Context: an optimization exercise on an open-source flow, tuned for small area. The choices shown serve that exercise and are no tape-out recipe. The RTL was checked by simulation tests, not by an equivalence proof against the original design. Power is estimated from default activity; no workload was simulated.

Design traffic_lights, start of the top module:
module traffic_lights #(
  parameter BLINK_HALF_PERIOD_MS  = 2,
  parameter BLINK_GREEN_TIME_TICK = 5,
  parameter RED_YELLOW_MS         = 10,
  parameter WIDTH                 = 16
) (
  input  logic               clk_i,           
  input  logic               srst_i,          
  input  logic [2:0]         cmd_type_i,      
  input  logic               cmd_valid_i,     
  input  logic [WIDTH-1:0]   cmd_data_i,      
  output logic               red_o,           
  output logic               yellow_o,        
  output logic               green_o          
);
Size in the first run: ~220 cells after synthesis, about 25 I/O pins.
Settings: LEC_CHECK=0, CAP_MARGIN=0, CORE_MARGIN=2, CORE_UTILIZATION=40, GPL_TIMING_DRIVEN=0, SLEW_MARGIN=0, BUFFER_PORTS_ARGS=-buffer_cell sky130_fd_sc_hd__buf_1, CTS_ARGS=-sink_clustering_enable -repair_clock_nets -dont_use_dummy_load -buf_list sky130_fd_sc_hd__clkbuf_4; clock period 10.0 ns.
standard.sh (not shown) runs the stock make flow with config.mk's settings and CLKGATE_MAP_FILE= SYNTH_SCRIPT=/design/flow/synth_recipe.tcl, a recipe that flattens the netlist after the stock synthesis.
==> flow/flow/run.sh <==
#!/bin/bash
# The standard layout, with these changes:
#  - synthesis runs synth_recipe.tcl unchanged, but ABC maps the logic with an
#    area-oriented script (flow/abc_area_map.script) instead of ORFS's speed
#    script, and adders are left to ABC (no ADDER_MAP_FILE half-adder cells)
#  - ports are buffered with sky130_fd_sc_hd__buf_1
#  - the clock tree uses clkbuf_4 and no dummy loads
set -euo pipefail
HERE=$PWD
rm -rf "$HERE/scripts_abc"
cp -r "$FLOW_HOME/scripts" "$HERE/scripts_abc"
cp "$HERE/flow/abc_area_map.script" "$HERE/scripts_abc/abc_speed.script"
cat >> config.mk <<'E2'
export ADDER_MAP_FILE =
export BUFFER_PORTS_ARGS = -buffer_cell sky130_fd_sc_hd__buf_1
export CTS_ARGS = -sink_clustering_enable -repair_clock_nets -dont_use_dummy_load -buf_list sky130_fd_sc_hd__clkbuf_4
E2
bash standard.sh SCRIPTS_DIR="$HERE/scripts_abc" synth > synth_make.log 2>&1
bash standard.sh > layout_make.log 2>&1
==> flow/flow/abc_area_map.script <==
strash
&get -n
&st
&deepsyn -J 300 -T 600 -S 27
&nf -R 1000 -p
&put
The starting point completed without violations.
Next try:
==> flow/flow/abc_area_map.script (replaced) <==
strash
&get -n
&st
&deepsyn -J 300 -T 600 -S 10
&nf -R 1000 -p
&put
Outcome:
- The changed run went through all stages and came out clean
- wire length goes down by 2.7%
- power shrinks by 2.3%
- flip-flop and latch count is unchanged
- register-to-register slack loses 0.12 ns
- final cell count went up by 5.8%
- non-clock buffer count stays the same
- worst hold slack gains 0.0035 ns
- design area went up by 1.4%
- worst setup slack degrades by 0.12 ns
Next try:
==> flow/flow/abc_area_map.script (replaced) <==
strash
&get -n
&st
&deepsyn -J 300 -T 600 -S 7
&nf -R 1000 -p
&put
Result:
- critical path depth drops by 10
- synthesized area climbs by 0.76%
- cell count goes up by 2.6%
- die area came out higher by 0.72%
- routed wire length came out higher by 6.0%
- global-route usage increases by 0.68 points
- flip-flop and latch count stays the same
- worst hold slack is worse by 0.017 ns
- total power came out lower by 0.82%

traffic_lights, a different RTL version from the one above (not shown whole).
Size in the first run: roughly 240 cells after synthesis, about 70 flip-flops, roughly 25 I/O pins.
==> flow/config.mk <==
export PLATFORM = sky130hd
export DESIGN_NAME = traffic_lights
export DESIGN_NICKNAME = traffic_lights
export VERILOG_FILES = /design/flow/design.v
export SDC_FILE = /design/flow/constraint.sdc
export NUM_CORES = 4
export LEC_CHECK = 0
export CAP_MARGIN = 0
export CORE_MARGIN = 2
export CORE_UTILIZATION = 40
export GPL_TIMING_DRIVEN = 0
export SLEW_MARGIN = 0
export ADDER_MAP_FILE =
export BUFFER_PORTS_ARGS = -buffer_cell sky130_fd_sc_hd__buf_1
export CTS_ARGS = -sink_clustering_enable -repair_clock_nets -dont_use_dummy_load -buf_list sky130_fd_sc_hd__clkbuf_4
==> flow/constraint.sdc <==
create_clock -name core_clock -period 10.0 [get_ports {clk_i}]
set_input_delay 2.0000 -clock core_clock [delete_from_list [all_inputs] [get_ports {clk_i}]]
set_output_delay 2.0000 -clock core_clock [all_outputs]
set_load 0.01 [all_outputs]
==> flow/flow/abc_area_map.script <==
strash
&get -n
&st
&deepsyn -J 1000 -T 600
&dch -f
&nf -R 1000 -p
&put
Scripts as last shown in full above: flow/flow/run.sh
Next try:
==> flow/flow/abc_area_map.script (replaced) <==
strash
&get -n
&st
&deepsyn -J 300 -T 600 -S 2
&nf -R 1000 -p
&put
Hold slack barely changes; worst setup slack is better by 0.21 ns; synthesized cell count shrinks by 6.3%; design area shrinks by 0.84%.
Next try:
==> flow/flow/abc_area_map.script (replaced) <==
strash
&get -n
&st
&deepsyn -J 300 -T 600 -S 7
&dch -f
&nf -R 1000 -p
&put
The new run completed without violations.
Worst hold slack improves by 0.0071 ns.
Cell area went up by 0.72%.
Routed wire length went up by about 2.2%.

Another version of the RTL of traffic_lights (not shown whole).
For scale: ~3000 µm² of cells after synthesis.
clock: 10.0 ns
lec_check: 0
cap_margin: 0
core_margin: 2
core_utilization: 40
gpl_timing_driven: 0
slew_margin: 0
buffer_ports_args: -buffer_cell sky130_fd_sc_hd__buf_1
cts_args: -sink_clustering_enable -repair_clock_nets -dont_use_dummy_load -buf_list sky130_fd_sc_hd__clkbuf_4
==> flow/flow/run.sh <==
#!/bin/bash
# The standard layout, with three changes:
#  - synthesis runs synth_recipe.tcl unchanged, but ABC maps the logic with an
#    area-oriented script (flow/abc_area_map.script) instead of ORFS's speed script
#  - ports are buffered with sky130_fd_sc_hd__buf_1
#  - the clock tree uses clkbuf_4 and no dummy loads
set -euo pipefail
HERE=$PWD
rm -rf "$HERE/scripts_abc"
cp -r "$FLOW_HOME/scripts" "$HERE/scripts_abc"
cp "$HERE/flow/abc_area_map.script" "$HERE/scripts_abc/abc_speed.script"
cat >> config.mk <<'E2'
export BUFFER_PORTS_ARGS = -buffer_cell sky130_fd_sc_hd__buf_1
export CTS_ARGS = -sink_clustering_enable -repair_clock_nets -dont_use_dummy_load -buf_list sky130_fd_sc_hd__clkbuf_4
E2
bash standard.sh SCRIPTS_DIR="$HERE/scripts_abc" synth > synth_make.log 2>&1
bash standard.sh > layout_make.log 2>&1
==> flow/flow/abc_area_map.script <==
strash
&get -n
&st
&syn2
&dch -f
&nf -R 1000 -p
&put
Next try:
==> flow/flow/abc_area_map.script (replaced) <==
strash
&get -n
&st
&deepsyn -J 1000 -T 600
&dch -f
&nf -R 1000 -p
&put
What happened: Global-route usage increases by 0.18 points; utilization decreases by 0.59 points; sequential power decreases by about 1%.
Next try:
==> flow/flow/abc_area_map.script (replaced) <==
strash
&get -n
&st
&syn2
&dch -f
&nf -R 1000 -p
&put
- CORE_UTILIZATION: 40 -> 75
- PLACE_DENSITY: default -> 0.85
Critical path depth came out higher by 2; synthesized cell count came out higher by a few percent; via count came out higher by roughly a tenth; global-route usage came out higher by 13 points; worst hold slack improved by 0.0034 ns; design area came out higher slightly; total power came out higher by a few percent; non-clock buffer count came out higher by 1; clock-buffer cell count does not change.

-- static timing again, ports no longer ideal --
How much do the figures lean on ideal ports? The routed layouts below were timed once more, with nothing changed but the port constraints.
Step 1, drivers: a clkbuf_16 drives clk_i and a buf_2 each remaining input, both assumed.
Step 2 moves the port delays by t, midway between the first and last clock arrival at a register: inputs arrive t later, outputs are due t later. That takes back most of the time a late clock gives input paths.
a / b / c = no drivers / after step 1 / after step 2; a / b = the first two.
run | t, ns | setup WS [ns] | hold WS [ns] | worst setup path after step 2 | clock arrival spread, ns
the first run of note 1 | 0.417 | 6.244 / 6.244 / 5.992 | 0.458 / 0.458 / 0.458 | input to register | 0.035 / 0.036
the second run of note 1 | 0.416 | 6.119 / 6.119 / 5.708 | 0.461 / 0.461 / 0.461 | input to register | 0.046 / 0.046
the third run of note 1 | 0.403 | 6.058 / 6.063 / 5.660 | 0.444 / 0.444 / 0.444 | input to register | 0.038 / 0.038
the first run of note 2 | 0.392 | 5.966 / 5.969 / 5.577 | 0.446 / 0.446 / 0.446 | input to register | 0.034 / 0.034
the second run of note 2 | 0.416 | 6.174 / 6.178 / 5.762 | 0.449 / 0.449 / 0.449 | input to register | 0.032 / 0.032
the third run of note 2 | 0.410 | 5.805 / 5.811 / 5.401 | 0.456 / 0.456 / 0.456 | input to register | 0.021 / 0.021
the first run of note 3 | 0.421 | 6.031 / 6.031 / 5.610 | 0.471 / 0.471 / 0.471 | input to register | 0.030 / 0.030
the second run of note 3 | 0.412 | 5.395 / 5.402 / 4.990 | 0.463 / 0.463 / 0.463 | input to register | 0.054 / 0.053
the third run of note 3 | 0.428 | 5.956 / 5.964 / 5.535 | 0.466 / 0.466 / 0.466 | input to register | 0.025 / 0.025
After both steps setup and hold are still met in every run listed.
